Background: an optimization exercise with open tools, aiming at small area, a short achievable clock period and few clock cycles. Do not read the settings as production practice. Only simulation tests tie the RTL to the original design; equivalence was not proved.

==> flow/design.v <==
module Add_Compound18 (s0, s1, c0, c1, a, b);
	output [17:0] s0, s1;
	output c0, c1;
	input [17:0] a, b;
	wire g0_0;
	wire p0_0;
	wire g0_1;
	wire p0_1;
	wire g0_2;
	wire p0_2;
	wire g0_3;
	wire p0_3;
	wire g0_4;
	wire p0_4;
	wire g0_5;
	wire p0_5;
	wire g0_6;
	wire p0_6;
	wire g0_7;
	wire p0_7;
	wire g0_8;
	wire p0_8;
	wire g0_9;
	wire p0_9;
	wire g0_10;
	wire p0_10;
	wire g0_11;
	wire p0_11;
	wire g0_12;
	wire p0_12;
	wire g0_13;
	wire p0_13;
	wire g0_14;
	wire p0_14;
	wire g0_15;
	wire p0_15;
	wire g0_16;
	wire p0_16;
	wire g0_17;
	wire p0_17;
	wire g1_1;
	wire p1_1;
	wire g1_3;
	wire p1_3;
	wire g1_5;
	wire p1_5;
	wire g1_7;
	wire p1_7;
	wire g1_9;
	wire p1_9;
	wire g1_11;
	wire p1_11;
	wire g1_13;
	wire p1_13;
	wire g1_15;
	wire p1_15;
	wire g1_17;
	wire p1_17;
	wire g2_2;
	wire p2_2;
	wire g2_3;
	wire p2_3;
	wire g2_6;
	wire p2_6;
	wire g2_7;
	wire p2_7;
	wire g2_10;
	wire p2_10;
	wire g2_11;
	wire p2_11;
	wire g2_14;
	wire p2_14;
	wire g2_15;
	wire p2_15;
	wire g3_4;
	wire p3_4;
	wire g3_5;
	wire p3_5;
	wire g3_6;
	wire p3_6;
	wire g3_7;
	wire p3_7;
	wire g3_12;
	wire p3_12;
	wire g3_13;
	wire p3_13;
	wire g3_14;
	wire p3_14;
	wire g3_15;
	wire p3_15;
	wire g4_8;
	wire p4_8;
	wire g4_9;
	wire p4_9;
	wire g4_10;
	wire p4_10;
	wire g4_11;
	wire p4_11;
	wire g4_12;
	wire p4_12;
	wire g4_13;
	wire p4_13;
	wire g4_14;
	wire p4_14;
	wire g4_15;
	wire p4_15;
	wire g5_16;
	wire p5_16;
	wire g5_17;
	wire p5_17;
	assign g0_0 = a[0] & b[0];
	assign p0_0 = a[0] ^ b[0];
	assign g0_1 = a[1] & b[1];
	assign p0_1 = a[1] ^ b[1];
	assign g0_2 = a[2] & b[2];
	assign p0_2 = a[2] ^ b[2];
	assign g0_3 = a[3] & b[3];
	assign p0_3 = a[3] ^ b[3];
	assign g0_4 = a[4] & b[4];
	assign p0_4 = a[4] ^ b[4];
	assign g0_5 = a[5] & b[5];
	assign p0_5 = a[5] ^ b[5];
	assign g0_6 = a[6] & b[6];
	assign p0_6 = a[6] ^ b[6];
	assign g0_7 = a[7] & b[7];
	assign p0_7 = a[7] ^ b[7];
	assign g0_8 = a[8] & b[8];
	assign p0_8 = a[8] ^ b[8];
	assign g0_9 = a[9] & b[9];
	assign p0_9 = a[9] ^ b[9];
	assign g0_10 = a[10] & b[10];
	assign p0_10 = a[10] ^ b[10];
	assign g0_11 = a[11] & b[11];
	assign p0_11 = a[11] ^ b[11];
	assign g0_12 = a[12] & b[12];
	assign p0_12 = a[12] ^ b[12];
	assign g0_13 = a[13] & b[13];
	assign p0_13 = a[13] ^ b[13];
	assign g0_14 = a[14] & b[14];
	assign p0_14 = a[14] ^ b[14];
	assign g0_15 = a[15] & b[15];
	assign p0_15 = a[15] ^ b[15];
	assign g0_16 = a[16] & b[16];
	assign p0_16 = a[16] ^ b[16];
	assign g0_17 = a[17] & b[17];
	assign p0_17 = a[17] ^ b[17];
	assign g1_1 = g0_1 | (p0_1 & g0_0);
	assign p1_1 = p0_1 & p0_0;
	assign g1_3 = g0_3 | (p0_3 & g0_2);
	assign p1_3 = p0_3 & p0_2;
	assign g1_5 = g0_5 | (p0_5 & g0_4);
	assign p1_5 = p0_5 & p0_4;
	assign g1_7 = g0_7 | (p0_7 & g0_6);
	assign p1_7 = p0_7 & p0_6;
	assign g1_9 = g0_9 | (p0_9 & g0_8);
	assign p1_9 = p0_9 & p0_8;
	assign g1_11 = g0_11 | (p0_11 & g0_10);
	assign p1_11 = p0_11 & p0_10;
	assign g1_13 = g0_13 | (p0_13 & g0_12);
	assign p1_13 = p0_13 & p0_12;
	assign g1_15 = g0_15 | (p0_15 & g0_14);
	assign p1_15 = p0_15 & p0_14;
	assign g1_17 = g0_17 | (p0_17 & g0_16);
	assign p1_17 = p0_17 & p0_16;
	assign g2_2 = g0_2 | (p0_2 & g1_1);
	assign p2_2 = p0_2 & p1_1;
	assign g2_3 = g1_3 | (p1_3 & g1_1);
	assign p2_3 = p1_3 & p1_1;
	assign g2_6 = g0_6 | (p0_6 & g1_5);
	assign p2_6 = p0_6 & p1_5;
	assign g2_7 = g1_7 | (p1_7 & g1_5);
	assign p2_7 = p1_7 & p1_5;
	assign g2_10 = g0_10 | (p0_10 & g1_9);
	assign p2_10 = p0_10 & p1_9;
	assign g2_11 = g1_11 | (p1_11 & g1_9);
	assign p2_11 = p1_11 & p1_9;
	assign g2_14 = g0_14 | (p0_14 & g1_13);
	assign p2_14 = p0_14 & p1_13;
	assign g2_15 = g1_15 | (p1_15 & g1_13);
	assign p2_15 = p1_15 & p1_13;
	assign g3_4 = g0_4 | (p0_4 & g2_3);
	assign p3_4 = p0_4 & p2_3;
	assign g3_5 = g1_5 | (p1_5 & g2_3);
	assign p3_5 = p1_5 & p2_3;
	assign g3_6 = g2_6 | (p2_6 & g2_3);
	assign p3_6 = p2_6 & p2_3;
	assign g3_7 = g2_7 | (p2_7 & g2_3);
	assign p3_7 = p2_7 & p2_3;
	assign g3_12 = g0_12 | (p0_12 & g2_11);
	assign p3_12 = p0_12 & p2_11;
	assign g3_13 = g1_13 | (p1_13 & g2_11);
	assign p3_13 = p1_13 & p2_11;
	assign g3_14 = g2_14 | (p2_14 & g2_11);
	assign p3_14 = p2_14 & p2_11;
	assign g3_15 = g2_15 | (p2_15 & g2_11);
	assign p3_15 = p2_15 & p2_11;
	assign g4_8 = g0_8 | (p0_8 & g3_7);
	assign p4_8 = p0_8 & p3_7;
	assign g4_9 = g1_9 | (p1_9 & g3_7);
	assign p4_9 = p1_9 & p3_7;
	assign g4_10 = g2_10 | (p2_10 & g3_7);
	assign p4_10 = p2_10 & p3_7;
	assign g4_11 = g2_11 | (p2_11 & g3_7);
	assign p4_11 = p2_11 & p3_7;
	assign g4_12 = g3_12 | (p3_12 & g3_7);
	assign p4_12 = p3_12 & p3_7;
	assign g4_13 = g3_13 | (p3_13 & g3_7);
	assign p4_13 = p3_13 & p3_7;
	assign g4_14 = g3_14 | (p3_14 & g3_7);
	assign p4_14 = p3_14 & p3_7;
	assign g4_15 = g3_15 | (p3_15 & g3_7);
	assign p4_15 = p3_15 & p3_7;
	assign g5_16 = g0_16 | (p0_16 & g4_15);
	assign p5_16 = p0_16 & p4_15;
	assign g5_17 = g1_17 | (p1_17 & g4_15);
	assign p5_17 = p1_17 & p4_15;
	assign s0[0] = p0_0 ^ 1'b0;
	assign s1[0] = p0_0 ^ 1'b1;
	assign s0[1] = p0_1 ^ g0_0;
	assign s1[1] = p0_1 ^ (g0_0 | p0_0);
	assign s0[2] = p0_2 ^ g1_1;
	assign s1[2] = p0_2 ^ (g1_1 | p1_1);
	assign s0[3] = p0_3 ^ g2_2;
	assign s1[3] = p0_3 ^ (g2_2 | p2_2);
	assign s0[4] = p0_4 ^ g2_3;
	assign s1[4] = p0_4 ^ (g2_3 | p2_3);
	assign s0[5] = p0_5 ^ g3_4;
	assign s1[5] = p0_5 ^ (g3_4 | p3_4);
	assign s0[6] = p0_6 ^ g3_5;
	assign s1[6] = p0_6 ^ (g3_5 | p3_5);
	assign s0[7] = p0_7 ^ g3_6;
	assign s1[7] = p0_7 ^ (g3_6 | p3_6);
	assign s0[8] = p0_8 ^ g3_7;
	assign s1[8] = p0_8 ^ (g3_7 | p3_7);
	assign s0[9] = p0_9 ^ g4_8;
	assign s1[9] = p0_9 ^ (g4_8 | p4_8);
	assign s0[10] = p0_10 ^ g4_9;
	assign s1[10] = p0_10 ^ (g4_9 | p4_9);
	assign s0[11] = p0_11 ^ g4_10;
	assign s1[11] = p0_11 ^ (g4_10 | p4_10);
	assign s0[12] = p0_12 ^ g4_11;
	assign s1[12] = p0_12 ^ (g4_11 | p4_11);
	assign s0[13] = p0_13 ^ g4_12;
	assign s1[13] = p0_13 ^ (g4_12 | p4_12);
	assign s0[14] = p0_14 ^ g4_13;
	assign s1[14] = p0_14 ^ (g4_13 | p4_13);
	assign s0[15] = p0_15 ^ g4_14;
	assign s1[15] = p0_15 ^ (g4_14 | p4_14);
	assign s0[16] = p0_16 ^ g4_15;
	assign s1[16] = p0_16 ^ (g4_15 | p4_15);
	assign s0[17] = p0_17 ^ g5_16;
	assign s1[17] = p0_17 ^ (g5_16 | p5_16);
	assign c0 = g5_17;
	assign c1 = g5_17 | p5_17;
endmodule
module FP_Output_Pipe (output logic [15:0] FP16,
					input logic [17:0] mantissa,
					input logic [4:0] exponent,
					input logic sign);
	logic [10:0] rounded_mantissa;
	logic round_up, overflow;
	always_comb
	begin
		round_up = mantissa[6];  
		rounded_mantissa = mantissa[16:7] + (round_up ? 10'd1 : '0);
		overflow = rounded_mantissa[10];
		FP16[15] = sign;
		FP16[14:10] = exponent + ((overflow && ~&exponent) ? 5'd1 : '0);
		FP16[9:0] = rounded_mantissa[9:0];
	end
endmodule
module IM_LZC18 (output logic [4:0] lz,
				input logic [17:0] number);
	always_comb
	begin
		lz = 5'd18;
		for (int i = 0; i < 18; i++)
			if (number[i]) lz = 5'(17 - i);
	end
endmodule
module MULT11_Booth (r0, r1, a, neg, one, two);
	output [21:0] r0, r1;
	input [10:0] a;
	input [5:0] neg, one, two;
	wire w1;
	wire w2;
	wire w3;
	wire w4;
	wire w5;
	wire w6;
	wire w7;
	wire w8;
	wire w9;
	wire w10;
	wire w11;
	wire w12;
	wire w13;
	wire w14;
	wire w15;
	wire w16;
	wire w17;
	wire w18;
	wire w19;
	wire w20;
	wire w21;
	wire w22;
	wire w23;
	wire w24;
	wire w25;
	wire w26;
	wire w27;
	wire w28;
	wire w29;
	wire w30;
	wire w31;
	wire w32;
	wire w33;
	wire w34;
	wire w35;
	wire w36;
	wire w37;
	wire w38;
	wire w39;
	wire w40;
	wire w41;
	wire w42;
	wire w43;
	wire w44;
	wire w45;
	wire w46;
	wire w47;
	wire w48;
	wire w49;
	wire w50;
	wire w51;
	wire w52;
	wire w53;
	wire w54;
	wire w55;
	wire w56;
	wire w57;
	wire w58;
	wire w59;
	wire w60;
	wire w61;
	wire w62;
	wire w63;
	wire w64;
	wire w65;
	wire w66;
	wire w67;
	wire w68;
	wire w69;
	wire w70;
	wire w71;
	wire w72;
	wire w73;
	wire w74;
	wire w75;
	wire w76;
	wire w77;
	wire w78;
	wire w79;
	wire w80;
	wire w81;
	wire w82;
	wire w83;
	wire w84;
	wire w85;
	wire w86;
	wire w87;
	wire w88;
	wire w89;
	wire w90;
	wire w91;
	wire w92;
	wire w93;
	wire w94;
	wire w95;
	wire w96;
	wire w97;
	wire w98;
	wire w99;
	wire w100;
	wire w101;
	wire w102;
	wire w103;
	wire w104;
	wire w105;
	wire w106;
	wire w107;
	wire w108;
	wire w109;
	wire w110;
	wire w111;
	wire w112;
	wire w113;
	wire w114;
	wire w115;
	wire w116;
	wire w117;
	wire w118;
	wire w119;
	wire w120;
	assign {w2, w1} = (((a[10] & one[0]) | (a[9] & two[0])) ^ neg[0]) + (((a[8] & one[1]) | (a[7] & two[1])) ^ neg[1]);
	assign {w4, w3} = (((a[10] & two[0])) ^ neg[0]) + (((a[9] & one[1]) | (a[8] & two[1])) ^ neg[1]);
	assign {w6, w5} = (!neg[0]) + (((a[10] & one[1]) | (a[9] & two[1])) ^ neg[1]) + (((a[8] & one[2]) | (a[7] & two[2])) ^ neg[2]);
	assign {w8, w7} = (((a[10] & two[1])) ^ neg[1]) + (((a[9] & one[2]) | (a[8] & two[2])) ^ neg[2]);
	assign {w10, w9} = (((a[6] & one[0]) | (a[5] & two[0])) ^ neg[0]) + (((a[4] & one[1]) | (a[3] & two[1])) ^ neg[1]);
	assign {w12, w11} = (((a[7] & one[0]) | (a[6] & two[0])) ^ neg[0]) + (((a[5] & one[1]) | (a[4] & two[1])) ^ neg[1]);
	assign {w14, w13} = (((a[8] & one[0]) | (a[7] & two[0])) ^ neg[0]) + (((a[6] & one[1]) | (a[5] & two[1])) ^ neg[1]) + (((a[4] & one[2]) | (a[3] & two[2])) ^ neg[2]);
	assign {w16, w15} = (((a[2] & one[3]) | (a[1] & two[3])) ^ neg[3]) + (((a[0] & one[4])) ^ neg[4]);
	assign {w18, w17} = (((a[9] & one[0]) | (a[8] & two[0])) ^ neg[0]) + (((a[7] & one[1]) | (a[6] & two[1])) ^ neg[1]) + (((a[5] & one[2]) | (a[4] & two[2])) ^ neg[2]);
	assign {w20, w19} = (((a[3] & one[3]) | (a[2] & two[3])) ^ neg[3]) + (((a[1] & one[4]) | (a[0] & two[4])) ^ neg[4]);
	assign {w22, w21} = w1 + (((a[6] & one[2]) | (a[5] & two[2])) ^ neg[2]) + (((a[4] & one[3]) | (a[3] & two[3])) ^ neg[3]);
	assign {w24, w23} = (((a[2] & one[4]) | (a[1] & two[4])) ^ neg[4]) + (((a[0] & one[5])) ^ neg[5]) + neg[5];
	assign {w26, w25} = w2 + w3 + (((a[7] & one[2]) | (a[6] & two[2])) ^ neg[2]);
	assign {w28, w27} = (((a[5] & one[3]) | (a[4] & two[3])) ^ neg[3]) + (((a[3] & one[4]) | (a[2] & two[4])) ^ neg[4]) + (((a[1] & one[5]) | (a[0] & two[5])) ^ neg[5]);
	assign {w30, w29} = w4 + w5 + (((a[6] & one[3]) | (a[5] & two[3])) ^ neg[3]);
	assign {w32, w31} = (((a[4] & one[4]) | (a[3] & two[4])) ^ neg[4]) + (((a[2] & one[5]) | (a[1] & two[5])) ^ neg[5]) + 1'b1;
	assign {w34, w33} = w6 + w7 + (((a[7] & one[3]) | (a[6] & two[3])) ^ neg[3]);
	assign {w36, w35} = (((a[5] & one[4]) | (a[4] & two[4])) ^ neg[4]) + (((a[3] & one[5]) | (a[2] & two[5])) ^ neg[5]) + 1'b1;
	assign {w38, w37} = w8 + (!neg[1]) + (((a[10] & one[2]) | (a[9] & two[2])) ^ neg[2]);
	assign {w40, w39} = (((a[8] & one[3]) | (a[7] & two[3])) ^ neg[3]) + (((a[6] & one[4]) | (a[5] & two[4])) ^ neg[4]) + (((a[4] & one[5]) | (a[3] & two[5])) ^ neg[5]);
	assign {w42, w41} = (((a[10] & two[2])) ^ neg[2]) + (((a[9] & one[3]) | (a[8] & two[3])) ^ neg[3]) + (((a[7] & one[4]) | (a[6] & two[4])) ^ neg[4]);
	assign {w44, w43} = (((a[5] & one[5]) | (a[4] & two[5])) ^ neg[5]) + 1'b1;
	assign {w46, w45} = (!neg[2]) + (((a[10] & one[3]) | (a[9] & two[3])) ^ neg[3]) + (((a[8] & one[4]) | (a[7] & two[4])) ^ neg[4]);
	assign {w48, w47} = (((a[10] & two[3])) ^ neg[3]) + (((a[9] & one[4]) | (a[8] & two[4])) ^ neg[4]);
	assign {w50, w49} = (((a[4] & one[0]) | (a[3] & two[0])) ^ neg[0]) + (((a[2] & one[1]) | (a[1] & two[1])) ^ neg[1]);
	assign {w52, w51} = (((a[5] & one[0]) | (a[4] & two[0])) ^ neg[0]) + (((a[3] & one[1]) | (a[2] & two[1])) ^ neg[1]);
	assign {w54, w53} = w9 + (((a[2] & one[2]) | (a[1] & two[2])) ^ neg[2]) + (((a[0] & one[3])) ^ neg[3]);
	assign {w56, w55} = w10 + w11 + (((a[3] & one[2]) | (a[2] & two[2])) ^ neg[2]);
	assign {w58, w57} = w12 + w13 + w15;
	assign {w60, w59} = w14 + w16 + w17;
	assign {w62, w61} = w18 + w20 + w21;
	assign {w64, w63} = w22 + w24 + w25;
	assign {w66, w65} = w26 + w28 + w29;
	assign {w68, w67} = w30 + w32 + w33;
	assign {w70, w69} = w34 + w36 + w37;
	assign {w72, w71} = w38 + w40 + w41;
	assign {w74, w73} = w42 + w44 + w45;
	assign {w76, w75} = w46 + w47 + (((a[7] & one[5]) | (a[6] & two[5])) ^ neg[5]);
	assign {w78, w77} = w48 + (!neg[3]) + (((a[10] & one[4]) | (a[9] & two[4])) ^ neg[4]);
	assign {w80, w79} = (((a[10] & two[4])) ^ neg[4]) + (((a[9] & one[5]) | (a[8] & two[5])) ^ neg[5]);
	assign {w82, w81} = (((a[2] & one[0]) | (a[1] & two[0])) ^ neg[0]) + (((a[0] & one[1])) ^ neg[1]);
	assign {w84, w83} = (((a[3] & one[0]) | (a[2] & two[0])) ^ neg[0]) + (((a[1] & one[1]) | (a[0] & two[1])) ^ neg[1]);
	assign {w86, w85} = w49 + (((a[0] & one[2])) ^ neg[2]) + neg[2];
	assign {w88, w87} = w50 + w51 + (((a[1] & one[2]) | (a[0] & two[2])) ^ neg[2]);
	assign {w90, w89} = w52 + w53 + neg[3];
	assign {w92, w91} = w54 + w55 + (((a[1] & one[3]) | (a[0] & two[3])) ^ neg[3]);
	assign {w94, w93} = w56 + w57 + neg[4];
	assign {w96, w95} = w58 + w59 + w19;
	assign {w98, w97} = w60 + w61 + w23;
	assign {w100, w99} = w62 + w63 + w27;
	assign {w102, w101} = w64 + w65 + w31;
	assign {w104, w103} = w66 + w67 + w35;
	assign {w106, w105} = w68 + w69 + w39;
	assign {w108, w107} = w70 + w71 + w43;
	assign {w110, w109} = w72 + w73 + (((a[6] & one[5]) | (a[5] & two[5])) ^ neg[5]);
	assign {w112, w111} = w74 + w75 + 1'b1;
	assign {w114, w113} = w76 + w77 + (((a[8] & one[5]) | (a[7] & two[5])) ^ neg[5]);
	assign {w116, w115} = w78 + w79 + 1'b1;
	assign {w118, w117} = w80 + (!neg[4]) + (((a[10] & one[5]) | (a[9] & two[5])) ^ neg[5]);
	assign {w120, w119} = (((a[10] & two[5])) ^ neg[5]) + 1'b1;
	assign r0 = {w118, w116, w114, w112, w110, w108, w106, w104, w102, w100, w98, w96, w94, w92, w90, w88, w86, w84, w82, w81, (((a[1] & one[0]) | (a[0] & two[0])) ^ neg[0]), (((a[0] & one[0])) ^ neg[0])};
	assign r1 = {w119, w117, w115, w113, w111, w109, w107, w105, w103, w101, w99, w97, w95, w93, w91, w89, w87, w85, w83, neg[1], 1'b0, neg[0]};
endmodule
module Booth_Encode11 (neg, one, two, b);
	output [5:0] neg, one, two;
	input [10:0] b;
	wire [12:0] x = {1'b0, b, 1'b0};
	genvar i;
	generate
		for (i = 0; i < 6; i = i + 1) begin : digit
			assign neg[i] = x[2*i+2] & ~(x[2*i+1] & x[2*i]);
			assign one[i] = x[2*i+1] ^ x[2*i];
			assign two[i] = (x[2*i+2] & ~x[2*i+1] & ~x[2*i]) | (~x[2*i+2] & x[2*i+1] & x[2*i]);
		end
	endgenerate
endmodule
module MAU_Multiplier (output logic [17:0] c_mantissa,
					output logic [4:0] c_exponent,
					output logic c_sign,
					input logic [10:0] a_mantissa,
					input logic [4:0] a_exponent, b_exponent,
					input logic a_sign, b_sign,
					input logic [5:0] b_neg, b_one, b_two);
	logic [21:0] r0, r1, product;
	logic [5:0] initial_exp;
	MULT11_Booth mult0 (
		.r0(r0),
		.r1(r1),
		.a(a_mantissa),
		.neg(b_neg),
		.one(b_one),
		.two(b_two)
	);
	always_comb
	begin
		product = r0 + r1;
		initial_exp = a_exponent + b_exponent;
		c_mantissa = product[21:4];
		c_exponent = (initial_exp < 6'd14) ? 5'd0 : ((initial_exp >= 6'd46) ? 5'd31 : 5'(initial_exp - 6'd14));
		c_sign = a_sign ^ b_sign;
	end
endmodule
module MAU_Adder_Align (output logic [17:0] sum,
				output logic [4:0] large_e,
				output logic ovf, sign,
				input logic [17:0] q_mantissa, p_mantissa,
				input logic [4:0] q_exponent, p_exponent,
				input logic q_sign, p_sign,
				input logic q_large,
				input logic [4:0] diff);
	logic [17:0] large_m, small_m, value, addend;
	logic large_s, small_s, sub;
	logic [18:0] t;
	logic [17:0] u;
	logic cout_u;
	Add_Compound18 add0 (
		.s0(t[17:0]),
		.s1(u),
		.c0(t[18]),
		.c1(cout_u),
		.a(large_m),
		.b(addend)
	);
	always_comb
	begin
		large_m = q_large ? q_mantissa : p_mantissa;
		small_m = q_large ? p_mantissa : q_mantissa;
		large_e = q_large ? q_exponent : p_exponent;
		large_s = q_large ? q_sign : p_sign;
		small_s = q_large ? p_sign : q_sign;
		value = small_m >> diff;
		sub = large_s ^ small_s;
		addend = sub ? ~value : value;
		ovf = ~sub & t[18];
		if (~sub)
		begin
			sum = t[18] ? t[18:1] : t[17:0];
			sign = large_s;
		end
		else if (t[18])
		begin
			sum = u;                  
			sign = large_s;
		end
		else
		begin
			sum = ~t[17:0];           
			sign = small_s;
		end
	end
endmodule
module MAU_Adder_Norm (output logic [17:0] c_mantissa,
				output logic [4:0] c_exponent, sh,
				input logic [17:0] sum,
				input logic [4:0] large_e,
				input logic ovf);
	logic [17:0] limit;
	assign limit = sum | (18'h20000 >> large_e);
	IM_LZC18 lzc0 (
		.lz(sh),
		.number(limit)
	);
	always_comb
	begin
		c_mantissa = sum << sh;
		c_exponent = large_e - sh + {4'd0, ovf};
	end
endmodule
module MAU (output logic busy,
			output logic [15:0] dbs_output, dbi_output,
			input logic [15:0] data_bus_supr, data_bus_infr,
			input logic [15:0] matRAM,
			input logic start, mode, clk, reset, add_mode);
	logic [3:0] step;
	logic [16:0] hold_s, hold_i;
	logic [5:0] mat_neg, mat_one, mat_two, in_neg, in_one, in_two;
	logic [4:0] mat_e;
	logic mat_s;
	logic [17:0] p_m, q_m, r_m, mult_m, norm_m;
	logic [4:0] p_e, q_e, r_e, mult_e, norm_e, norm_sh;
	logic p_s, q_s, r_s, mult_s;
	logic q_large, next_q_large;
	logic [4:0] diff, next_diff;
	logic [17:0] x_sum, align_sum;
	logic [4:0] x_e, align_e;
	logic x_ovf, x_s, align_ovf, align_s;
	logic [6:0] x_d, x_nd, k, d, nd;
	logic d_pos;
	Booth_Encode11 enc0 (
		.neg(in_neg),
		.one(in_one),
		.two(in_two),
		.b({(|matRAM[14:10]), matRAM[9:0]})
	);
	MAU_Multiplier m_mult0 (
		.c_mantissa(mult_m),
		.c_exponent(mult_e),
		.c_sign(mult_s),
		.a_mantissa(hold_s[10:0]),
		.a_exponent(hold_s[15:11]),
		.a_sign(hold_s[16]),
		.b_exponent(mat_e),
		.b_sign(mat_s),
		.b_neg(mat_neg),
		.b_one(mat_one),
		.b_two(mat_two)
	);
	MAU_Adder_Align m_align0 (
		.sum(align_sum),
		.large_e(align_e),
		.ovf(align_ovf),
		.sign(align_s),
		.q_mantissa(q_m),
		.p_mantissa(p_m),
		.q_exponent(q_e),
		.p_exponent(p_e),
		.q_sign(q_s),
		.p_sign(p_s),
		.q_large(q_large),
		.diff(diff)
	);
	MAU_Adder_Norm m_norm0 (
		.c_mantissa(norm_m),
		.c_exponent(norm_e),
		.sh(norm_sh),
		.sum(x_sum),
		.large_e(x_e),
		.ovf(x_ovf)
	);
	FP_Output_Pipe out0 (
		.FP16(dbs_output),
		.mantissa(r_m),
		.exponent(r_e),
		.sign(r_s)
	);
	FP_Output_Pipe out1 (
		.FP16(dbi_output),
		.mantissa(q_m),
		.exponent(q_e),
		.sign(q_s)
	);
	always_comb
	begin
		k = x_ovf ? ((&x_e) ? 7'd31 : 7'h7f) : {2'd0, norm_sh};
		d = x_d + k;
		nd = x_nd - k;
		d_pos = ~d[6] && (d != 7'd0);
		if (step == 4'd8)
		begin
			next_q_large = ~d_pos;
			next_diff = d_pos ? d[4:0] : nd[4:0];
		end
		else
		begin
			next_q_large = p_e > mult_e;
			next_diff = (p_e > mult_e) ? (p_e - mult_e) : (mult_e - p_e);
		end
	end
	assign busy = (step != 4'd0);
	always_ff @ (posedge clk, posedge reset)
	begin
		if (reset)
			step <= 4'd0;
		else if (step == 4'd0)
		begin
			if (start) step <= 4'd1;
		end
		else if ((step == 4'd8 && mode) || step == 4'd10)
			step <= 4'd0;
		else
			step <= step + 4'd1;
	end
	always_ff @ (posedge clk)
	begin
		{mat_neg, mat_one, mat_two, mat_e, mat_s} <= {in_neg, in_one, in_two, matRAM[14:10], matRAM[15]};
		if (step == 4'd1 || (step == 4'd4 && ~(mode && ~add_mode)))
		begin
			hold_s <= {data_bus_supr[15:10], (|data_bus_supr[14:10]), data_bus_supr[9:0]};
			hold_i <= {data_bus_infr[15:10], (|data_bus_infr[14:10]), data_bus_infr[9:0]};
		end
		else if (step == 4'd2 || step == 4'd4 || step == 4'd5)
		begin
			hold_s <= hold_i;
			hold_i <= hold_s;
		end
		if (step == 4'd8)
			{p_m, p_e, p_s} <= {r_m, r_e, r_s};
		else
			{p_m, p_e, p_s} <= {mult_m, mult_e, mult_s};
		if (step == 4'd8)
			{q_m, q_e, q_s} <= {norm_m, norm_e, x_s};
		else if (step == 4'd3 || step == 4'd6)
			{q_m, q_e, q_s} <= {p_m, p_e, p_s};
		q_large <= next_q_large;
		diff <= next_diff;
		{x_sum, x_e, x_ovf, x_s} <= {align_sum, align_e, align_ovf, align_s};
		x_d <= {2'd0, r_e} - {2'd0, align_e};
		x_nd <= {2'd0, align_e} - {2'd0, r_e};
		if (step == 4'd5 || step == 4'd10)
			{r_m, r_e, r_s} <= {norm_m, norm_e, x_s};
	end
endmodule
==> flow/run.sh <==
#!/bin/bash
# synth_recipe.tcl (not shown) runs the flow's synth.tcl, then flattens the netlist and writes it again
# the make line also repeats each setting of config.mk as NAME=value (left out here)
make -C /OpenROAD-flow-scripts/flow DESIGN_CONFIG=/design/flow/config.mk WORK_HOME=/design/flow/orfs CLKGATE_MAP_FILE= SYNTH_SCRIPT=/design/flow/synth_recipe.tcl finish
==> flow/config.mk <==
export PLATFORM = sky130hd
export DESIGN_NAME = MAU
export DESIGN_NICKNAME = MAU
export VERILOG_FILES = /design/flow/design.v
export SDC_FILE = /design/flow/constraint.sdc
export NUM_CORES = 4
export LEC_CHECK = 0
export CAP_MARGIN = 20
export CORE_MARGIN = 2
export CORE_UTILIZATION = 40
export SETUP_SLACK_MARGIN = 4.6
export SLEW_MARGIN = 20
==> flow/constraint.sdc <==
create_clock -name core_clock -period 10.0 [get_ports {clk}]
set_input_delay 2.0000 -clock core_clock [delete_from_list [all_inputs] [get_ports {clk}]]
set_output_delay 2.0000 -clock core_clock [all_outputs]
set_load 0.01 [all_outputs]
==> flow_metrics.py, run 1 <==
metrics = {
    "job": {
        "drv_cap": 0,
    },
    "worst_setup_path": {
        "r2r_end": "p_m[15]",
        "worstPathArrival_ns": 5.39,
        "r2r_setup_slack_ns": 4.92,
        "crit_chain": "a22oi_1 -> xnor2_1 -> ha_1 -> inv_1 -> fa_1 -> inv_1 -> fa_1 -> inv_1 -> fa_1 -> inv_1 -> ha_1 -> a21o_1 -> a221oi_1 -> o21ai_0 -> o211ai_1 -> o21ai_0 -> o31ai_1 -> xor2_1 -> a21oi_1",
        "cp.required_ns": 10.30,
        "startpoint_type": "flip-flop",
        "cp_slowest_stage_delay_ns": 0.55,
        "critical_path.most_common_cell": "inv_1",
        "crit_type": "reg2reg",
        "setup.worst_path.end_class": "flip-flop",
        "crit_path_top_delay_cell": "edfxtp_1",
        "reg2reg_depth": 19,
        "r2r-start": "hold_s[9]",
        "crit_fanout": 10,
    },
    "global_route": {
        "grt_start_max_net_pins": 59,
        "antenna_found_initial": 0,
        "grt_pass1_vias": 12211,
        "grt-ovfl-total": 0,
        "grt_pass1_wl_mm": 67.2,
        "grt.total_usage_pct": 20.5,
    },
    "placed_design": {
        "port_buffers": 85,
        "place_area_um2": 16900,
        "place_congestion": 0.905,
        "dp_hpwl_mm": 31.9,
    },
    "detailed_routing": {
        "route.met2.wl_mm": 19.9,
        "maxUsedRoutingLayer": "met4",
        "avgRoutedWirePerCell_um": 18.5,
        "ant_nets": 0,
        "drc": 0,
        "met1_length_mm": 19.0,
        "vias": 12701,
        "first_pass_iters": 6,
        "routed_wl_mm": 42.1,
        "wl_met3_mm": 2.47,
        "via_per_inst": 5.57,
        "first_iter_violations": 968,
    },
    "min_path": {
        "hp-start": "r_m[1]",
        "worstHoldEndpoint": "p_m[1]",
        "min_path_cells": 2,
        "hp-class": "reg2reg",
    },
    "finish": {
        "diodes": 0,
        "design_area_um2": 17700,
        "drive_gt1_share_pct": 11.0,
        "fin_nets": 1969,
        "area_growth_pct": 12.5,
        "nFillCells": 3796,
    },
    "synth": {
        "synthFlopType": "dfxtp_1",
        "ys_ff_latch": 174,
        "synth_async_sr_flop_share_pct": 2.30,
        "synth_commonest_cells": "nand2_1, inv_1, xnor2_1",
        "synth_area_leader_cell": "edfxtp_1",
        "synth_edf_count": 82,
        "synthCells": 1718,
        "synth.cell_area_um2": 15700,
        "synth_sequential_area_ratio_pct": 27.5,
        "synth_area_leaders": "edfxtp_1, dfxtp_1, ha_1, xnor2_1, fa_1",
        "post-synth-top-area-fraction_pct": 15.7,
        "ys_warn_count": 6,
        "synth_cell_types": 93,
        "yosys.cell_count.top_type": "nand2_1",
        "avgSynthCellArea_um2": 9.15,
        "synth_nets": 1939,
    },
    "floorplanning": {
        "die-area_um2": 40900,
        "core_area_um2": 38700,
        "die_height_um": 202,
        "fp.dieW_um": 202,
        "initial_core_util_pct": 40.6,
        "pin_count": 86,
        "rows": 72,
    },
    "sta": {
        "setup_viol": 0,
        "worst_pin_slew_ns": 0.986,
        "period_needed_ns": 5.08,
        "relSlewSlack_pct": 34.1,
        "fin_crit_sh_pct": 50.8,
        "fin_setup_tns_ns": 0,
        "slew_viol_final": 0,
        "hold_violations": 0,
        "rsz0062_at_grt": "false",
        "clock.fmax_mhz": 197,
        "skew_ns": 0.0122,
    },
    "cts": {
        "insertion_delay_ns": 0.46,
        "cts-root-buf": "clkbuf_16",
        "path_clk_slew_ns": 0.08,
        "postCtsHoldBufs": 0,
        "cts_inserted_buffers": 17,
        "cts_tree": "built",
        "cts_sinks": 174,
        "cts_buffer_depth": 2,
        "cts_max_level": 4,
    },
    "status": {
        "status": "timing/DRC/antenna clean",
    },
}
-- layout by cell type, fill, tap and decap left out, types with 19 or more instances in the layout --
master           Yosys  final
fa_1                52     52
a21oi_1             97     96
edfxtp_1            82     82
a22oi_1             59     59
nor3_1              26     26
ha_1               116    116
nand3_1             46     46
o21ai_0             59     57
inv_1              129    129
nor2b_1             19     19
nand2_1            143    143
mux2i_1             40     40
dfxtp_1             88     78
clkdlybuf4s50_1      0     85
mux2_2              65     65
nor2_1             115    114
xnor2_1            122    121
buf_4                5     24
a21o_1              23     23
xor2_1              51     50
-- area by class of cell --
cell class / instances / area [µm²] / share of cell area [%]
clock buffer: 20 / 437 / 2.47
inverter: 132 / 495 / 2.80
clock inverter: 12 / 128 / 0.722
multi-input combinational: 1311 / 10500 / 59.6
tap: 518 / 648 / 3.66
timing repair buffer: 112 / 1090 / 6.18
sequential: 174 / 4340 / 24.5
-- stage by stage --
| step | setup WS (ns) | cells | hold WS, ns | util [%] |
|---|---|---|---|---|
| 4_1_cts | 4.67 | 2261 | 0.427 | 45.2 |
| 3_5_place_dp | 4.43 | 2229 | 0.422 | 43.7 |
| 2_1_floorplan | 5.01 | 1718 | 0.408 | - |
| 5_1_grt | 4.56 | 2279 | 0.448 | 45.7 |
| 3_3_place_gp | 4.52 | 2229 | 0.416 | 43.7 |
| 6_report | 4.92 | 2279 | 0.420 | 45.7 |
-- sequential cells by signal, indices dropped and copies added (netlist names), 6 cells and up --
signal   count
p_m         18
hold_i      17
q_m         18
mat_two      6
r_m         18
x_sum       18
hold_s      17
mat_one      6
-- cell families after synthesis --
family                     share of synthesized area [%]
DFF                                                 27.5
muxes                                               9.97
and+or+nand+nor                                     14.1
buffers and inverters                               5.90
AOI/OAI and AO/OA                                   17.0
adders and majority gates                           15.8
xor gates and xnor gates                            9.64
-- critical path, delay by kind of cell, from the launching register on --
family / cells / cell delay, ns
compound gates: 8 / 1.83
xor+xnor: 2 / 0.28
fa+ha+maj: 5 / 2.10
buf+inv: 4 / 0.19
flops: 1 / 0.55
-- worst max-delay path by stage --
stage	from	end	depth (start not counted)
2_1_floorplan	q_large	x_sum[7]	24
3_3_place_gp	q_large	x_sum[16]	20
3_5_place_dp	q_large	x_sum[16]	20
4_1_cts	q_large	x_sum[17]	20
5_1_grt	hold_s[9]	p_m[15]	19
6_report	hold_s[9]	p_m[15]	19
-- metal layers --
layer	up-vias	GRT usage (%)
met3	49	3.43
met4	0	5.42
met5	-	0
li1	6180	-
met1	6081	28.0
met2	391	33.6
-- what timing repair did --
item	CTS	global route
buffers inserted	0	17
gates resized for setup	2	10
pin swaps	0	0
endpoints found under the setup margin	9	26
Testbench counts, summed over its fixed seeds: cycles 32,000.
==> run 2, diff against run 1 <==
--- a/flow/config.mk
+++ b/flow/config.mk
@@ -9,4 +9,4 @@
 export CORE_MARGIN = 2
 export CORE_UTILIZATION = 40
-export SETUP_SLACK_MARGIN = 4.6
+export SETUP_SLACK_MARGIN = 5.0
 export SLEW_MARGIN = 20
==> run 2 against run 1 <==
Against the previous run: via count is 0.18% higher; worst hold slack better by 0.0029 ns; sequential share of layout area shrank 0.21 points; synthesized cell count is the same; register-to-register slack improved by 0.31 ns; largest cell class unchanged.
==> flow_metrics.py, run 2 <==
metrics = {
    "synth": {
        "synthCells": 1718,
        "avgSynthCellArea_um2": 9.15,
        "synth_commonest_cells": "nand2_1, inv_1, xnor2_1",
        "synth_nets": 1939,
        "synth.cell_area_um2": 15700,
        "ys_ff_latch": 174,
        "synth_compound_area_share_pct": 17.0,
        "synthAdderAreaFrac_pct": 15.8,
        "synth_area_leaders": "edfxtp_1, dfxtp_1, ha_1, xnor2_1, fa_1",
        "synth_top_family_by_area": "compound AO/OA/AOI/OAI gates",
        "synth_cell_types": 93,
        "synth_xor_area_share_pct": 9.64,
        "ys_warn_count": 6,
        "yosys.cell_count.top_type": "nand2_1",
        "synth_sequential_area_ratio_pct": 27.5,
        "synth_async_sr_flop_share_pct": 2.30,
        "synth_simple_gate_area_share_pct": 14.1,
        "synth.mux.area_fraction_pct": 9.97,
        "synthFlopType": "dfxtp_1",
        "synth_area_leader_cell": "edfxtp_1",
        "synth_edf_count": 82,
        "post-synth-top-area-fraction_pct": 15.7,
    },
    "floorplanning": {
        "pin_count": 86,
        "die_height_um": 202,
        "rows": 72,
        "fp.dieW_um": 202,
        "die-area_um2": 40900,
        "initial_core_util_pct": 40.6,
        "core_area_um2": 38700,
    },
    "worst_setup_path": {
        "r2r_end": "x_sum[17]",
        "worstPathArrival_ns": 2.87,
        "crit_path_top_delay_cell": "clkdlybuf4s50_1",
        "reg2reg_depth": 20,
        "r2r_setup_slack_ns": 5.23,
        "r2r-start": "q_m[15]",
        "cp.required_ns": 8.00,
        "startpoint_type": "flip-flop",
        "setup.worst_path.end_class": "primary output",
        "crit_fanout": 3,
        "crit_type": "reg2out",
        "critical_path.most_common_cell": "ha_1",
        "cp_slowest_stage_delay_ns": 0.55,
        "crit_chain": "ha_1 -> ha_1 -> and3_2 -> o2111a_1 -> ha_1 -> ha_1 -> xor2_1 -> clkdlybuf4s50_1",
    },
    "finish": {
        "layout_common_cells": "nand2_1, inv_1, xnor2_1",
        "drive_gt1_share_pct": 12.6,
        "fin_nets": 1976,
        "fin_cells": 2286,
        "diodes": 0,
        "layout.cells.most_common": "nand2_1",
        "nFillCells": 3772,
        "area_growth_pct": 13.8,
    },
    "sta": {
        "hold_violations": 0,
        "fin_setup_tns_ns": 0,
        "relSlewSlack_pct": 35.0,
        "setup_viol": 0,
        "skew_ns": 0.0151,
        "clock.fmax_mhz": 205,
        "worst_pin_slew_ns": 0.974,
        "rsz0062_at_grt": "true",
        "fin_crit_sh_pct": 48.7,
        "slew_viol_final": 0,
        "period_needed_ns": 4.87,
    },
    "global_route": {
        "grt-ovfl-total": 0,
        "grt_start_max_net_pins": 59,
        "grt_pass1_wl_mm": 68.1,
        "grt_pass1_vias": 12359,
        "antenna_found_initial": 0,
        "grt.total_usage_pct": 20.8,
    },
    "cts": {
        "path_clk_slew_ns": 0.08,
        "cts_buffer_depth": 2,
        "postCtsHoldBufs": 0,
        "cts_sinks": 174,
        "cts_max_level": 4,
        "cts-root-buf": "clkbuf_16",
        "insertion_delay_ns": 0.46,
        "cts_inserted_buffers": 17,
        "cts_tree": "built",
    },
    "detailed_routing": {
        "first_iter_violations": 926,
        "routed_wl_mm": 42.3,
        "first_pass_iters": 7,
        "drc": 0,
        "maxUsedRoutingLayer": "met4",
        "route.met2.wl_mm": 19.8,
        "vias": 12724,
        "avgRoutedWirePerCell_um": 18.5,
        "wl_met3_mm": 2.35,
        "met1_length_mm": 19.1,
        "via_per_inst": 5.57,
        "ant_nets": 0,
    },
    "placed_design": {
        "dp.cells": 2229,
        "place_congestion": 0.905,
        "dp_hpwl_mm": 31.9,
        "port_buffers": 85,
    },
    "min_path": {
        "hp-start": "r_m[1]",
        "min_path_cells": 2,
        "hp-class": "reg2reg",
        "worstHoldEndpoint": "p_m[1]",
    },
    "status": {
        "status": "timing/DRC/antenna clean",
    },
    "job": {
        "drv_cap": 0,
    },
}
run 2: final cells by class:
cell class | instances | area [µm²] | area share, %
clock inverter | 12 | 128 | 0.713
sequential | 174 | 4360 | 24.3
inverter | 132 | 495 | 2.77
tap | 518 | 648 | 3.62
clock buffer | 20 | 437 | 2.44
timing repair buffer | 119 | 1180 | 6.59
multi-input combinational | 1311 | 10700 | 59.5
run 2: metrics by stage:
stage	cell area [µm²]	util, %	worst slack, ns	hold slack (ns)
detailed placement	16900	43.7	4.43	0.422
finish	17900	46.2	5.13	0.423
floorplan	15700	-	5.01	0.408
CTS	17700	45.6	4.99	0.427
global placement	16900	43.7	4.52	0.416
global route	17900	46.2	4.98	0.448
run 2: worst max-delay path by stage:
| stage | end | from | slack, ns |
|---|---|---|---|
| after floorplan | x_sum[7] | q_large | 5.01 |
| after global placement | x_sum[16] | q_large | 4.52 |
| after global routing | p_m[15] | hold_s[9] | 4.98 |
| final | dbi_output[12] | q_m[7] | 5.13 |
| after CTS | x_sum[17] | diff[0] | 4.99 |
| after detailed placement | x_sum[16] | q_large | 4.43 |
run 2: kinds of logic (layout without fill, tap and decap cells):
logic type,after synthesis,in the layout
multiplexers,125,125
flip-flops,174,174
adder cells (fa/ha/maj),168,168
XOR/XNOR,173,173
AND/OR/NAND/NOR,453,453
buffers and inverters,233,283
AO/OA/AOI/OAI,392,392
run 2: critical path: cells and delay by family (launching register included):
family	cells	cell delay (ns)
AOI/OAI and AO/OA	1	0.19
xor gates and xnor gates	1	0.13
adders and majority gates	4	0.89
buffers and inverters	1	0.55
DFF	1	0.40
and+or+nand+nor	1	0.26
run 2: per-layer routing:
metal	track usage, %	vias up
li1	-	6176
met1	28.1	6087
met2	34.0	399
met3	3.32	62
met4	6.62	0
met5	0	-
run 2: timing repair:
action                                  4_1_cts  5_1_grt
setup buffers                                12       12
pin swaps                                     0        6
gates resized for setup                      20       28
endpoints found under the setup margin       35       27
==> run 3, diff against run 2 <==
--- a/flow/config.mk
+++ b/flow/config.mk
@@ -6,4 +6,5 @@
 export NUM_CORES = 4
 export LEC_CHECK = 0
+export ABC_AREA = 1
 export CAP_MARGIN = 20
 export CORE_MARGIN = 2
==> run 3 against run 2 <==
Against the previous run: sequential cell count did not move; worst hold slack improved by 0.025 ns; final cell count rose by 17%; register-to-register slack about the same; via count is 10% higher; synthesized cell count rose by 20%; maximum frequency increased by 0.89%; area after synthesis decreased by 2.1%; largest cell class unchanged.
==> flow_metrics.py, run 3 <==
metrics = {
    "status": {
        "status": "timing/DRC/antenna clean",
    },
    "floorplanning": {
        "initial_core_util_pct": 40.8,
        "die_height_um": 200,
        "rows": 71,
        "pin_count": 86,
        "core_area_um2": 37800,
        "die-area_um2": 40100,
        "fp.dieW_um": 200,
    },
    "finish": {
        "nFillCells": 3696,
        "register_area_um2": 4340,
        "area_growth_pct": 16.9,
        "drive_gt1_share_pct": 10.6,
        "multi_input_area_um2": 9800,
        "layout_common_cells": "nand2_1, inv_1, o21ai_0, nand3_1, xor2_1",
        "diodes": 0,
        "fin_nets": 2376,
        "layout.cells.most_common": "nand2_1",
    },
    "worst_setup_path": {
        "setup.worst_path.end_class": "primary output",
        "crit_fanout": 2,
        "critical_path.most_common_cell": "ha_2",
        "cp.required_ns": 8.00,
        "crit_path_top_delay_cell": "clkdlybuf4s50_1",
        "startpoint_type": "flip-flop",
        "crit_chain": "ha_2 -> ha_2 -> nand3_2 -> nor3_4 -> nand3_2 -> nor4_4 -> ha_2 -> ha_1 -> clkdlybuf4s50_1",
        "crit_type": "reg2out",
        "cp_slowest_stage_delay_ns": 0.47,
        "crit_start": "r_m[6]",
        "r2r-start": "hold_s[8]",
        "worstPathArrival_ns": 2.83,
    },
    "synth": {
        "post-synth-top-area-fraction_pct": 16.0,
        "synth_async_sr_flop_share_pct": 2.30,
        "ys_ff_latch": 174,
        "synth_cell_types": 59,
        "synth_sequential_area_ratio_pct": 28.1,
        "yosys.cell_count.top_type": "nand2_1",
        "avgSynthCellArea_um2": 7.48,
        "synth.cell_area_um2": 15400,
        "synth_edf_count": 82,
        "synthFlopType": "dfxtp_1",
        "synth_commonest_cells": "nand2_1, inv_1, o21ai_0",
        "synth_area_leader_cell": "edfxtp_1",
        "synthCells": 2060,
        "ys_warn_count": 6,
        "synth_area_leaders": "edfxtp_1, dfxtp_1, nand2_1, ha_1, inv_1",
        "synth_nets": 2281,
    },
    "min_path": {
        "hp-class": "reg2reg",
        "hp-start": "r_m[3]",
    },
    "sta": {
        "fin_crit_sh_pct": 48.3,
        "worst_pin_slew_ns": 0.825,
        "setup_viol": 0,
        "period_needed_ns": 4.83,
        "hold_violations": 0,
        "slew_viol_final": 0,
        "rsz0062_at_grt": "true",
        "clock.fmax_mhz": 207,
        "skew_ns": 0.0131,
        "fin_setup_tns_ns": 0,
        "setup_ws_ns": 5.17,
        "whs_ns": 0.448,
        "relSlewSlack_pct": 44.9,
    },
    "detailed_routing": {
        "drc": 0,
        "ant_nets": 0,
        "via_per_inst": 5.23,
        "routed_wl_mm": 45.4,
        "avgRoutedWirePerCell_um": 16.9,
        "first_iter_violations": 1101,
        "vias": 13998,
        "first_pass_iters": 5,
    },
    "cts": {
        "postCtsHoldBufs": 0,
        "cts_tree": "built",
        "cts_buffer_depth": 2,
        "insertion_delay_ns": 0.45,
        "cts_inserted_buffers": 17,
        "cts-root-buf": "clkbuf_16",
        "cts_sinks": 174,
        "cts_max_level": 4,
        "path_clk_slew_ns": 0.07,
    },
    "placed_design": {
        "port_buffers": 85,
        "dp_slack_ns": 4.41,
        "dp_hpwl_mm": 35.6,
        "place_congestion": 0.945,
    },
    "global_route": {
        "grt_pass1_vias": 13147,
        "grt-ovfl-total": 0,
        "grt_pass1_wl_mm": 70.1,
        "grt.total_usage_pct": 22.0,
        "antenna_found_initial": 0,
        "grt_start_max_net_pins": 72,
    },
    "job": {
        "drv_cap": 0,
    },
}
[run 3: path summary, 6_finish.rpt]
check / end / slack [ns] / cells past startpoint
min reg2reg: p_m[3] / 0.45 / 2
max in group asynchronous: step[2] / 8.12 / 2
min: p_m[3] / 0.45 / 2
max reg2reg: p_m[17] / 5.22 / 18
max: dbs_output[11] / 5.17 / 9
min in group asynchronous: step[0] / 1.73 / 2
[run 3: stage by stage]
step                utilization, %  instance area [µm²]  std cells
floorplan                        -                15400       2060
global placement              44.0                16600       2592
detailed placement            44.0                16600       2592
CTS                           46.1                17400       2633
global route                  47.7                18000       2679
finish                        47.7                18000       2679
[run 3: layout make-up]
class                   count  area share, %
repair inverters            2         0.0556
inverters                 314           6.88
clock inverters            15          0.820
clock buffers              17           2.36
flip-flops and latches    174           24.1
multi-input cells        1499           54.4
well taps                 511           3.55
repair buffers            147           7.78
[run 3: layer usage]
| metal | up-vias | global-route usage (%) | part of all wire, % |
|---|---|---|---|
| met5 | - | 0 | 0 |
| met4 | 0 | 7.25 | 3.0 |
| met3 | 63 | 3.04 | 5.1 |
| met2 | 407 | 37.2 | 48 |
| met1 | 6585 | 28.9 | 44 |
| li1 | 6943 | - | - |
[run 3: critical path: cells and delay by family (launching register included)]
kind          cells  cell delay [ns]
fa+ha+maj         4             0.85
buf+inv           1             0.47
flops             1             0.39
simple gates      4             0.65
[run 3: logic make-up (layout without fill, tap and decap cells)]
kind of cell / count (synthesis) / after routing / synth area share, %
compound gates: 386 / 386 / 14.2
buf+inv: 388 / 495 / 10.0
xor+xnor: 155 / 155 / 8.82
simple gates: 775 / 776 / 21.7
flops: 174 / 174 / 28.1
mux: 14 / 14 / 0.910
fa+ha+maj: 168 / 168 / 16.2
[run 3: what timing repair did]
action | in CTS | in global routing
setup buffers | 7 | 42
pin swaps | 7 | 17
endpoints found under the setup margin | 32 | 33
gates cloned | 2 | 4
resized for setup | 42 | 78
==> run 4, diff against run 3 <==
--- a/flow/config.mk
+++ b/flow/config.mk
@@ -6,8 +6,7 @@
 export NUM_CORES = 4
 export LEC_CHECK = 0
-export ABC_AREA = 1
 export CAP_MARGIN = 20
 export CORE_MARGIN = 2
-export CORE_UTILIZATION = 40
+export CORE_UTILIZATION = 55
 export SETUP_SLACK_MARGIN = 5.0
 export SLEW_MARGIN = 20
==> run 4 against run 3 <==
Against the previous run: final area down 0.42%; sequential share of layout area grew 0.20 points; critical path depth is 9 higher; final cell count shrank 20%; synthesized cell count shrank 17%; first-iteration DRC count shrank 7.8%; global-route usage is 6.0 points higher; clock skew fell by 0.0016 ns; clock-buffer cell count is the same; largest cell class unchanged.
==> flow_metrics.py, run 4 <==
metrics = {
    "floorplanning": {
        "die-area_um2": 30000,
        "die_height_um": 173,
        "initial_core_util_pct": 56.3,
        "fp.dieW_um": 173,
        "rows": 61,
        "core_area_um2": 27900,
        "pin_count": 86,
    },
    "finish": {
        "drive_gt1_share_pct": 13.4,
        "area_growth_pct": 14.0,
        "design_area_um2": 17900,
        "register_area_um2": 4360,
        "multi_input_area_um2": 10700,
        "nFillCells": 2395,
        "layout.cells.most_common": "nand2_1",
        "diodes": 0,
        "layout_common_cells": "nand2_1, inv_1, xnor2_1",
        "fin_nets": 1986,
    },
    "min_path": {
        "hp-class": "reg2reg",
        "min_path_cells": 2,
        "worstHoldEndpoint": "p_m[0]",
        "hp-start": "r_m[0]",
    },
    "cts": {
        "cts_inserted_buffers": 17,
        "path_clk_slew_ns": 0.07,
        "cts-root-buf": "clkbuf_16",
        "cts_buffer_depth": 2,
        "postCtsHoldBufs": 0,
        "insertion_delay_ns": 0.46,
        "cts_tree": "built",
        "cts_sinks": 174,
        "cts_max_level": 4,
    },
    "sta": {
        "period_needed_ns": 4.84,
        "relSlewSlack_pct": 30.3,
        "hold_violations": 0,
        "slew_viol_final": 0,
        "worst_pin_slew_ns": 1.04,
        "setup_viol": 0,
        "setup_ws_ns": 5.16,
        "rsz0062_at_grt": "true",
        "whs_ns": 0.436,
        "fin_setup_tns_ns": 0,
        "skew_ns": 0.0115,
        "clock.fmax_mhz": 207,
        "fin_crit_sh_pct": 48.4,
    },
    "synth": {
        "post-synth-top-area-fraction_pct": 15.7,
        "synth_area_leaders": "edfxtp_1, dfxtp_1, ha_1, xnor2_1, fa_1",
        "synth_simple_gate_area_share_pct": 14.1,
        "synth_compound_area_share_pct": 17.0,
        "synth.cell_area_um2": 15700,
        "synth_nets": 1939,
        "synth_cell_types": 93,
        "synthCells": 1718,
        "synthAdderAreaFrac_pct": 15.8,
        "synth_top_family_by_area": "compound AO/OA/AOI/OAI gates",
        "synthFlopType": "dfxtp_1",
        "synth_async_sr_flop_share_pct": 2.30,
        "ys_warn_count": 6,
        "yosys.cell_count.top_type": "nand2_1",
        "synth_commonest_cells": "nand2_1, inv_1, xnor2_1",
        "avgSynthCellArea_um2": 9.15,
        "ys_ff_latch": 174,
        "synth.mux.area_fraction_pct": 9.97,
        "synth_xor_area_share_pct": 9.64,
        "synth_area_leader_cell": "edfxtp_1",
        "synth_sequential_area_ratio_pct": 27.5,
        "synth_edf_count": 82,
    },
    "detailed_routing": {
        "first_pass_iters": 6,
        "avgRoutedWirePerCell_um": 19.7,
        "drc": 0,
        "first_iter_violations": 1015,
        "vias": 12836,
        "routed_wl_mm": 42.4,
        "ant_nets": 0,
        "via_per_inst": 5.95,
    },
    "worst_setup_path": {
        "crit_type": "reg2reg",
        "worstPathArrival_ns": 5.17,
        "r2r_setup_slack_ns": 5.16,
        "crit_chain": "buf_4 -> a22oi_2 -> xnor2_1 -> ha_1 -> fa_1 -> fa_1 -> inv_1 -> fa_1 -> inv_1 -> ha_1 -> and3_4 -> a221oi_2 -> o21ai_1 -> o211ai_1 -> o21ai_1 -> o31ai_1 -> xor2_1 -> a21oi_1",
        "cp.required_ns": 10.33,
        "crit_fanout": 3,
        "reg2reg_depth": 18,
        "path_depth": 18,
        "critical_path.most_common_cell": "fa_1",
        "cp_top_family": "adder cells",
        "setup.worst_path.end_class": "flip-flop",
        "r2r-start": "hold_s[8]",
        "cp_num_buf_inv": 3,
        "crit_path_top_delay_cell": "fa_1",
        "startpoint_type": "flip-flop",
        "r2r_end": "p_m[15]",
        "cp_slowest_stage_delay_ns": 0.51,
    },
    "placed_design": {
        "place_congestion": 0.930,
        "port_buffers": 85,
        "place_area_um2": 16800,
        "dp_hpwl_mm": 31.6,
        "dp_slack_ns": 4.56,
    },
    "job": {
        "drv_cap": 0,
    },
    "global_route": {
        "grt_start_max_net_pins": 59,
        "antenna_found_initial": 0,
        "grt.total_usage_pct": 28.0,
        "grt-ovfl-total": 0,
        "grt_pass1_wl_mm": 66.4,
        "grt_pass1_vias": 12101,
    },
    "status": {
        "status": "timing/DRC/antenna clean",
    },
}
run 4: cell count changes after synthesis, moves of 20 or more:
cell / delta
xor2_1: -74
nor2_1: +20
xnor2_1: +92
mux2_2: +65
o21ai_0: -90
o21ai_1: -41
mux2i_1: +26
nand2_1: -322
a21oi_1: +26
nand3_1: -83
a22oi_1: +58
inv_1: -163
o22ai_1: -51
run 4: cell families after synthesis:
kind of cell	after synthesis
AO/OA/AOI/OAI	392
multiplexers	125
buffers and inverters	233
adder cells (fa/ha/maj)	168
XOR/XNOR	173
AND/OR/NAND/NOR	453
flip-flops	174
run 4: layout make-up:
| type | count | area share (%) |
|---|---|---|
| timing repair buffer | 128 | 7.04 |
| sequential | 174 | 24.3 |
| tap | 378 | 2.64 |
| clock inverter | 15 | 1.22 |
| clock buffer | 17 | 2.37 |
| multi-input combinational | 1312 | 59.7 |
| inverter | 132 | 2.76 |
run 4: stage by stage:
step / cells / util, %
2_1_floorplan: 1718 / -
3_3_place_gp: 2090 / 60.0
3_5_place_dp: 2090 / 60.0
4_1_cts: 2132 / 62.7
5_1_grt: 2156 / 64.2
6_report: 2156 / 64.2
run 4: timing repair:
item	CTS	global route
pin swaps	2	15
setup endpoints to repair	28	34
gates cloned	1	2
resized for setup	18	40
setup buffers	9	21
run 4: worst max path at each step:
| stage | startpoint | end |
|---|---|---|
| final | hold_s[8] | p_m[15] |
| after global routing | hold_s[8] | p_m[15] |
| after CTS | q_large | x_sum[17] |
| after floorplan | q_large | x_sum[7] |
| after detailed placement | q_large | x_sum[14] |
| after global placement | q_large | x_sum[6] |
run 4: worst register-to-register path, cell delays in order (launching register included):
cell and delay [ns]:
edfxtp_1 0.41, buf_4 0.18, a22oi_2 0.18, xnor2_1 0.14
ha_1 0.26, fa_1 0.48, fa_1 0.52, inv_1 0.05
fa_1 0.47, inv_1 0.04, ha_1 0.35, and3_4 0.21
a221oi_2 0.28, o21ai_1 0.11, o211ai_1 0.30, o21ai_1 0.15
o31ai_1 0.30, xor2_1 0.21, a21oi_1 0.08
run 4: per-layer routing:
layer,part of all wire [%],GRT usage (%),vias to the layer above
met5,0,0,-
met4,3.9,12.4,0
met3,5.0,4.46,79
met2,46,44.0,419
met1,45,38.1,6125
li1,-,-,6213
==> run 5, diff against run 4 <==
--- a/flow/config.mk
+++ b/flow/config.mk
@@ -8,5 +8,6 @@
 export CAP_MARGIN = 20
 export CORE_MARGIN = 2
-export CORE_UTILIZATION = 55
+export CORE_UTILIZATION = 40
+export PLACE_DENSITY = 0.8
 export SETUP_SLACK_MARGIN = 5.0
 export SLEW_MARGIN = 20
==> run 5 against run 4 <==
Against the previous run: clock skew grew 0.0025 ns; area after synthesis unchanged; critical path depth is 10 lower; clock-buffer cell count grew 1; final area up 0.73%; sequential share of layout area decreased by 0.18 points; synthesized cell count unchanged; maximum frequency grew 0.87%; critical endpoint is now dbi_output[12]; highest routed layer unchanged.
==> flow_metrics.py, run 5 <==
metrics = {
    "synth": {
        "ys_warn_count": 6,
        "synthCells": 1718,
        "synth_cell_types": 93,
        "synth_area_leaders": "edfxtp_1, dfxtp_1, ha_1, xnor2_1, fa_1",
        "synth_sequential_area_ratio_pct": 27.5,
        "synth_commonest_cells": "nand2_1, inv_1, xnor2_1",
        "synth.cell_area_um2": 15700,
        "yosys.cell_count.top_type": "nand2_1",
        "synth_nets": 1939,
        "avgSynthCellArea_um2": 9.15,
        "ys_ff_latch": 174,
        "synth_edf_count": 82,
        "synth_async_sr_flop_share_pct": 2.30,
        "post-synth-top-area-fraction_pct": 15.7,
        "synthFlopType": "dfxtp_1",
        "synth_area_leader_cell": "edfxtp_1",
    },
    "global_route": {
        "antenna_found_initial": 0,
        "grt_start_max_net_pins": 59,
        "grt.total_usage_pct": 20.4,
        "grt_pass1_vias": 12876,
        "grt_pass1_wl_mm": 67.4,
        "grt-ovfl-total": 0,
    },
    "cts": {
        "cts_sinks": 174,
        "insertion_delay_ns": 0.45,
        "cts_buffer_depth": 2,
        "path_clk_slew_ns": 0.07,
        "cts_tree": "built",
        "cts-root-buf": "clkbuf_16",
        "cts_max_level": 4,
        "cts_inserted_buffers": 17,
    },
    "job": {
        "drv_cap": 0,
    },
    "detailed_routing": {
        "drc": 0,
        "first_iter_violations": 1329,
        "routed_wl_mm": 42.5,
        "ant_nets": 0,
        "first_pass_iters": 8,
        "vias": 13284,
        "avgRoutedWirePerCell_um": 18.5,
        "via_per_inst": 5.79,
    },
    "placed_design": {
        "place_area_um2": 16900,
        "port_buffers": 85,
        "place_congestion": 0.954,
        "dp_hpwl_mm": 31.6,
    },
    "sta": {
        "clock.fmax_mhz": 208,
        "worst_pin_slew_ns": 0.995,
        "hold_violations": 0,
        "period_needed_ns": 4.80,
        "relSlewSlack_pct": 33.6,
        "slew_viol_final": 0,
        "skew_ns": 0.0140,
        "rsz0062_at_grt": "true",
        "fin_setup_tns_ns": 0,
        "fin_crit_sh_pct": 48.0,
        "setup_viol": 0,
    },
    "worst_setup_path": {
        "crit_type": "reg2out",
        "crit_chain": "ha_2 -> ha_2 -> and3_2 -> o2111a_1 -> ha_1 -> ha_1 -> xor2_1 -> clkdlybuf4s50_1",
        "cp.required_ns": 8.00,
        "worstPathArrival_ns": 2.80,
        "crit_fanout": 3,
        "cp_top_family": "adder cells",
        "setup.worst_path.end_class": "primary output",
        "startpoint_type": "flip-flop",
        "crit_path_top_delay_cell": "clkdlybuf4s50_1",
        "cp_num_buf_inv": 1,
        "cp_slowest_stage_delay_ns": 0.56,
    },
    "floorplanning": {
        "die-area_um2": 40900,
        "pin_count": 86,
        "initial_core_util_pct": 40.6,
        "fp.dieW_um": 202,
        "core_area_um2": 38700,
        "rows": 72,
        "die_height_um": 202,
    },
    "finish": {
        "layout_common_cells": "nand2_1, inv_1, xnor2_1",
        "nFillCells": 3559,
        "design_area_um2": 18100,
        "layout.cells.most_common": "nand2_1",
        "fin_nets": 1983,
        "diodes": 0,
        "area_growth_pct": 14.8,
        "drive_gt1_share_pct": 13.6,
        "multi_input_area_um2": 10700,
        "register_area_um2": 4360,
    },
    "min_path": {
        "hp-class": "reg2reg",
    },
    "status": {
        "status": "timing/DRC/antenna clean",
    },
}
==> run 5: changes by cell type in the layout (fill, tap and decap cells not counted), sizes merged <==
cell           change
bufinv             -2
clkbuf             +2
a41oi              -1
clkinvlp           +1
clkinv             -1
dlygate4sd2        -1
clkdlybuf4s50      +1
inv                +1
buf                -3
==> run 5: stage by stage <==
stage / hold WS [ns] / instances / utilization (%) / worst slack, ns
after floorplan: 0.408 / 1718 / - / 5.01
after CTS: 0.447 / 2269 / 45.5 / 5.01
final: 0.446 / 2293 / 46.6 / 5.20
after global placement: 0.415 / 2230 / 43.7 / 4.75
after detailed placement: 0.430 / 2230 / 43.7 / 4.65
after global routing: 0.461 / 2293 / 46.6 / 4.90
==> run 5: logic make-up (layout without fill, tap and decap cells) <==
kind of cell / after synthesis / after routing / share of synthesized area [%]
AOI/OAI and AO/OA: 392 / 392 / 17.0
xor gates and xnor gates: 173 / 173 / 9.64
adders and majority gates: 168 / 168 / 15.8
buffers and inverters: 233 / 290 / 5.90
DFF: 174 / 174 / 27.5
muxes: 125 / 125 / 9.97
and+or+nand+nor: 453 / 453 / 14.1
==> run 5: layer usage <==
metal	vias to the layer above	GRT usage (%)	routed length [µm]
li1	6188	-	-
met1	6393	26.4	17700
met2	612	33.9	20300
met3	91	3.66	3100
met4	0	7.61	1360
met5	-	0	0
==> run 5: worst min-delay path, stage by stage, from the launching register on <==
cell and delay, ns:
edfxtp_1 0.33, nand2_1 0.05, nand2_1 0.05
==> run 5: worst paths after layout <==
kind                                start  slack [ns]  depth (start not counted)             end
min in group asynchronous           reset        1.72                          2         step[2]
worst min-delay path               r_m[0]        0.45                          2          p_m[0]
worst max register to register  hold_s[9]        5.24                         19         p_m[15]
worst max-delay path               q_m[6]        5.20                          8  dbi_output[12]
worst min register to register     r_m[0]        0.45                          2          p_m[0]
max in group asynchronous           reset        8.12                          2         step[1]
==> run 5: layout make-up <==
| cell class | instances | area share [%] |
|---|---|---|
| clock buffers | 18 | 2.38 |
| repair buffers | 126 | 7.05 |
| well taps | 518 | 3.59 |
| multi-input cells | 1311 | 59.3 |
| inverters | 132 | 2.74 |
| clock inverters | 14 | 0.818 |
| flip-flops and latches | 174 | 24.1 |
==> run 5: what timing repair did <==
action / in CTS / in global routing
gates resized for setup: 20 / 48
gates cloned: 0 / 3
hold buffers: 0 / 0
buffers inserted: 7 / 20
pin swaps: 0 / 11
endpoints found under the setup margin: 33 / 35
endpoints found under the hold margin: 0 / 0

==> afterwards: timing with drivers on the ports <==
In the flow no input, the clock included, has a driving cell. The finished layouts below were timed again as built, in two steps. Step 1 sets driving cells, clkbuf_16 on the clock port and buf_2 on the other inputs (assumed; they add their load-dependent delay and slew). Step 2, shift: input delay + t, output delay - t, t = (earliest + latest rising clock arrival at the registers) / 2. This alone moves slack from input paths to output paths. Three values: no drivers, after step 1, after step 2; two values: the first two.
run | t (ns) | setup slack, ns | worst hold slack (ns) | worst register clock-pin slew, ns | cell pins on the clock port's net
run 1 | 0.500 | 4.919 / 4.880 / 4.919 | 0.420 / 0.420 / 0.420 | 0.08 / 0.08 | 1
run 2 | 0.504 | 5.131 / 5.081 / 5.231 | 0.423 / 0.423 / 0.423 | 0.08 / 0.08 | 1
run 3 | 0.495 | 5.174 / 5.123 / 5.224 | 0.448 / 0.448 / 0.448 | 0.08 / 0.08 | 1
run 4 | 0.510 | 5.162 / 5.144 / 5.162 | 0.436 / 0.436 / 0.436 | 0.08 / 0.08 | 1
run 5 | 0.490 | 5.204 / 5.156 / 5.237 | 0.446 / 0.446 / 0.446 | 0.08 / 0.08 | 1
After both steps every run listed still meets setup and hold.
